From an optimization exercise on the open Yosys and OpenROAD flow, aimed at small area; shortcuts taken in it are not production practice. In this exercise RTL edits were held to simulation tests only and were not proved equivalent to the original. Power figures rest on the tool's default switching activity, not on a simulated workload.

==> flow/design.v <==
module DECA_Gesture_Light_Sensor(
	input 		          		MAX10_CLK1_50,
	input 		          		RESET_N,
	output		     [7:0]		LED,
	output		          		LIGHT_I2C_SCL,
	output		          		LIGHT_I2C_SDA_OE,
	input 		          		LIGHT_I2C_SDA_IN
);
localparam [1:0] OP_G = 2'd0, OP_W = 2'd1, OP_P = 2'd2, OP_R = 2'd3;
wire clk  = MAX10_CLK1_50;
wire sdai = LIGHT_I2C_SDA_IN;
reg [6:0] div;
always @(posedge clk or negedge RESET_N)
  if (!RESET_N) div <= 7'd0; else div <= div + 7'd1;
wire tick = (div == 7'd63);
reg [1:0] op;
reg [6:0] t;
reg       rp;      
reg [3:0] idx;     
reg       nz;      
wire rep = (idx == 4'd3) || (idx >= 4'd5);
wire dz  = (idx == 4'd3) || (idx == 4'd6) || (idx == 4'd8);
wire succ = dz ^ nz;
always @(posedge clk or negedge RESET_N) begin
  if (!RESET_N) begin
    op <= OP_G; t <= 7'd9; rp <= 1'b0; idx <= 4'd0;
  end else if (tick) begin
    case (op)
      OP_G: if (t == 7'd11) begin op <= OP_W; t <= 7'd0; end
            else t <= t + 7'd1;
      OP_W: if (t == 7'd116 && rep) begin op <= OP_P; t <= 7'd0; end
            else if (t == 7'd117) begin op <= OP_W; t <= 7'd0; idx <= idx + 4'd1; end
            else t <= t + 7'd1;
      OP_P: if (t == 7'd41 && sdai) t <= 7'd2;
            else if (t == 7'd85) begin op <= OP_R; t <= 7'd0; end
            else t <= t + 7'd1;
      OP_R: if (t == 7'd83) begin
              if (rp) begin
                if (idx == 4'd10) begin op <= OP_G; t <= 7'd0; rp <= 1'b0; idx <= 4'd0; end
                else begin op <= OP_P; t <= 7'd0; idx <= idx + 4'd1; end
              end else if (succ) t <= 7'd84;
              else begin op <= OP_P; t <= 7'd0; end
            end else if (t == 7'd84) begin
              if (idx == 4'd9) begin op <= OP_P; t <= 7'd0; rp <= 1'b1; idx <= 4'd0; end
              else begin op <= OP_W; t <= 7'd0; idx <= idx + 4'd1; end
            end else t <= t + 7'd1;
    endcase
  end
end
reg [7:0] wptr, wdat, rptr;
always @* begin
  case (idx)
    4'd0: begin wptr = 8'h07; wdat = 8'h17; end
    4'd1: begin wptr = 8'h0F; wdat = 8'hFF; end
    4'd2: begin wptr = 8'h10; wdat = 8'h0F; end
    4'd4: begin wptr = 8'h17; wdat = 8'h37; end
    4'd5: begin wptr = 8'h18; wdat = 8'hA1; end
    4'd7: begin wptr = 8'h18; wdat = 8'h81; end
    4'd9: begin wptr = 8'h18; wdat = 8'h07; end
    default: begin wptr = 8'h18; wdat = 8'h00; end
  endcase
  case (idx)
    4'd0: rptr = 8'h00;
    4'd1: rptr = 8'h26;
    4'd2: rptr = 8'h27;
    4'd3: rptr = 8'h28;
    4'd4: rptr = 8'h29;
    4'd5: rptr = 8'h2A;
    4'd6: rptr = 8'h2B;
    4'd7: rptr = 8'h20;
    4'd8: rptr = 8'h30;
    4'd9: rptr = 8'h21;
    default: rptr = 8'h2E;
  endcase
end
wire [4:0] slot = t[6:2];
wire [1:0] ph   = t[1:0];
wire [7:0] pbyte = rp ? rptr : 8'h20;
reg bw, bp, br;    
always @* begin
  bw = 1'b1; bp = 1'b1; br = 1'b1;
  case (slot)
    5'd1: begin bw = 1'b1; bp = 1'b1; br = 1'b1; end
    5'd2: begin bw = 1'b0; bp = 1'b0; br = 1'b0; end
    5'd3: begin bw = 1'b1; bp = 1'b1; br = 1'b1; end
    5'd4: begin bw = 1'b1; bp = 1'b1; br = 1'b1; end
    5'd5: begin bw = 1'b0; bp = 1'b0; br = 1'b0; end
    5'd6: begin bw = 1'b1; bp = 1'b1; br = 1'b1; end
    5'd7: begin bw = 1'b0; bp = 1'b0; br = 1'b0; end
    5'd8: begin bw = 1'b0; bp = 1'b0; br = 1'b1; end
    5'd9: begin bw = 1'b1; bp = 1'b1; br = 1'b1; end
    5'd10: bw = wptr[7];
    5'd11: begin bw = wptr[6]; bp = pbyte[7]; end
    5'd12: begin bw = wptr[5]; bp = pbyte[6]; end
    5'd13: begin bw = wptr[4]; bp = pbyte[5]; end
    5'd14: begin bw = wptr[3]; bp = pbyte[4]; end
    5'd15: begin bw = wptr[2]; bp = pbyte[3]; end
    5'd16: begin bw = wptr[1]; bp = pbyte[2]; end
    5'd17: begin bw = wptr[0]; bp = pbyte[1]; end
    5'd18: begin bw = 1'b1;    bp = pbyte[0]; end
    5'd19: bw = wdat[7];
    5'd20: bw = wdat[6];
    5'd21: bw = wdat[5];
    5'd22: bw = wdat[4];
    5'd23: bw = wdat[3];
    5'd24: bw = wdat[2];
    5'd25: bw = wdat[1];
    5'd26: bw = wdat[0];
    default: ;
  endcase
end
localparam [31:0] MW = 32'h0FFF_FFFE, MP = 32'h000F_F802 | 32'h0000_03FE, MR = 32'h0000_03FE, MRD = 32'h0007_FC00;
reg sda, scl;
always @* begin
  sda = 1'b1; scl = 1'b1;
  case (op)
    OP_G: ;
    OP_W: begin
      if (MW[slot]) begin
        sda = (ph == 2'd0) ? 1'b0 : bw;
        scl = (ph == 2'd2);
      end else if (t == 7'd3 || t == 7'd113) sda = 1'b0;
      else if (t == 7'd112) begin sda = 1'b0; scl = 1'b0; end
    end
    OP_P: begin
      if (MP[slot] && !(slot == 5'd9 && ph == 2'd3)) begin
        sda = (ph == 2'd0) ? 1'b0 : bp;
        scl = (ph == 2'd2);
      end else if (t == 7'd3 || t == 7'd81) sda = 1'b0;
      else if (t == 7'd42 || t == 7'd43) scl = 1'b0;
      else if (t == 7'd80) begin sda = 1'b0; scl = 1'b0; end
    end
    OP_R: begin
      if (MR[slot]) begin
        sda = (ph == 2'd0) ? 1'b0 : br;
        scl = (ph == 2'd2);
      end else if (MRD[slot]) scl = (ph == 2'd1);
      else if (t == 7'd3 || t == 7'd79) sda = 1'b0;
      else if (t == 7'd76 || t == 7'd77) scl = 1'b0;
      else if (t == 7'd78) begin sda = 1'b0; scl = 1'b0; end
    end
  endcase
end
assign LIGHT_I2C_SCL    = scl;
assign LIGHT_I2C_SDA_OE = ~sda;
localparam [31:0] MS = 32'h0003_FC00;
wire samp = tick && op == OP_R && MS[slot] && ph == 2'd0;
always @(posedge clk)
  if (op == OP_P) nz <= 1'b0;
  else if (samp && sdai) nz <= 1'b1;
reg  [15:0] ring;
reg         sbig, cy, pend;
wire        in_ps = rp && (idx == 4'd1 || idx == 4'd2 || idx == 4'd3 ||
                           idx == 4'd4 || idx == 4'd5 || idx == 4'd6);
wire [3:0]  pos = {~idx[0], 3'd1 - slot[2:0]};
wire        win = (div[6:4] == 3'd4);
wire        e   = cy | (pend && win && div[3:0] == pos);
always @(posedge clk) begin
  if (tick) pend <= samp && sdai && in_ps;
  if (!rp) begin
    ring <= 16'd0; sbig <= 1'b0; cy <= 1'b0;
  end else begin
    ring <= {ring[0] ^ e, ring[15:1]};
    cy   <= ring[0] && e && div[3:0] != 4'd15;
    if (ring[0] && e && div[3:0] == 4'd15) sbig <= 1'b1;
  end
end
function ge;    
  input [9:0] x; input [9:0] c;
  integer n;
  begin
    ge = 1'b1;
    for (n = 0; n < 10; n = n + 1)
      ge = c[n] ? (x[n] & ge) : (x[n] | ge);
  end
endfunction
wire [9:0] sh = {ring[0], ring[15:7]};
reg [7:0] level;
wire latch = tick && op == OP_R && rp && idx == 4'd10 && t == 7'd82;
always @(posedge clk or negedge RESET_N)
  if (!RESET_N) level <= 8'd0;
  else if (latch) level <= {8{sbig}} | {
      ge(sh, 10'd675), ge(sh, 10'd582), ge(sh, 10'd489), ge(sh, 10'd396),
      ge(sh, 10'd303), ge(sh, 10'd210), ge(sh, 10'd117), ge(sh, 10'd24) };
assign LED = ~level;
endmodule
==> flow/config.mk <==
export PLATFORM = sky130hd
export DESIGN_NAME = DECA_Gesture_Light_Sensor
export DESIGN_NICKNAME = DECA_Gesture_Light_Sensor
export VERILOG_FILES = /design/flow/design.v
export SDC_FILE = /design/flow/constraint.sdc
export NUM_CORES = 4
export LEC_CHECK = 0
export CAP_MARGIN = 20
export CORE_MARGIN = 2
export CORE_UTILIZATION = 40
export CTS_BUF_LIST = sky130_fd_sc_hd__clkbuf_8
export CTS_CLUSTER_DIAMETER = 200
export CTS_CLUSTER_SIZE = 60
export PLACE_DENSITY = 0.6
export SLEW_MARGIN = 20
==> flow/constraint.sdc <==
create_clock -name core_clock -period 20.0 [get_ports {MAX10_CLK1_50}]
set_input_delay 4.0000 -clock core_clock [delete_from_list [all_inputs] [get_ports {MAX10_CLK1_50}]]
set_output_delay 4.0000 -clock core_clock [all_outputs]
set_load 0.01 [all_outputs]
run.sh (not shown) runs the stock make flow with config.mk's settings and CLKGATE_MAP_FILE= SYNTH_SCRIPT=/design/flow/synth_recipe.tcl, a recipe that flattens the netlist after the stock synthesis.
The first run finished clean.
Then changed:
Settings changed: CTS_BUF_LIST sky130_fd_sc_hd__clkbuf_8 to default, CTS_CLUSTER_DIAMETER 200 to default, CTS_CLUSTER_SIZE 60 to default.
After rerunning:
- The new run produced a clean layout
- wire length does not change
- sequential power hardly moves
- register-to-register slack hardly moves
- total power stays the same
- die area is unchanged
- final cell count stays the same
- sequential cell count does not change
- synthesized cell count is unchanged
- core utilization stays the same

## afterwards: timing with drivers on the ports
How much do the figures lean on ideal ports? The routed layouts below were timed once more, with nothing changed but the port constraints.
Step 1: set_driving_cell puts a clkbuf_16 on MAX10_CLK1_50 and a buf_2 on each other input, an assumption about the parent block.
Step 2 moves the port delays by t, midway between the first and last clock arrival at a register: inputs arrive t later, outputs are due t later. That takes back most of the time a late clock gives input paths.
Three values: no drivers, after step 1, after step 2; two values: the first two.
run | shift t [ns] | slack for setup (ns) | worst setup path at the end | clock arrival spread, ns | worst register clock-pin slew, ns
the first run | 0.321 | 12.900 / 12.871 / 13.191 | register to output | 0.007 / 0.007 | 0.09 / 0.09
the second run | 0.321 | 12.900 / 12.871 / 13.191 | register to output | 0.007 / 0.007 | 0.09 / 0.09
After both steps every run listed still meets setup and hold.
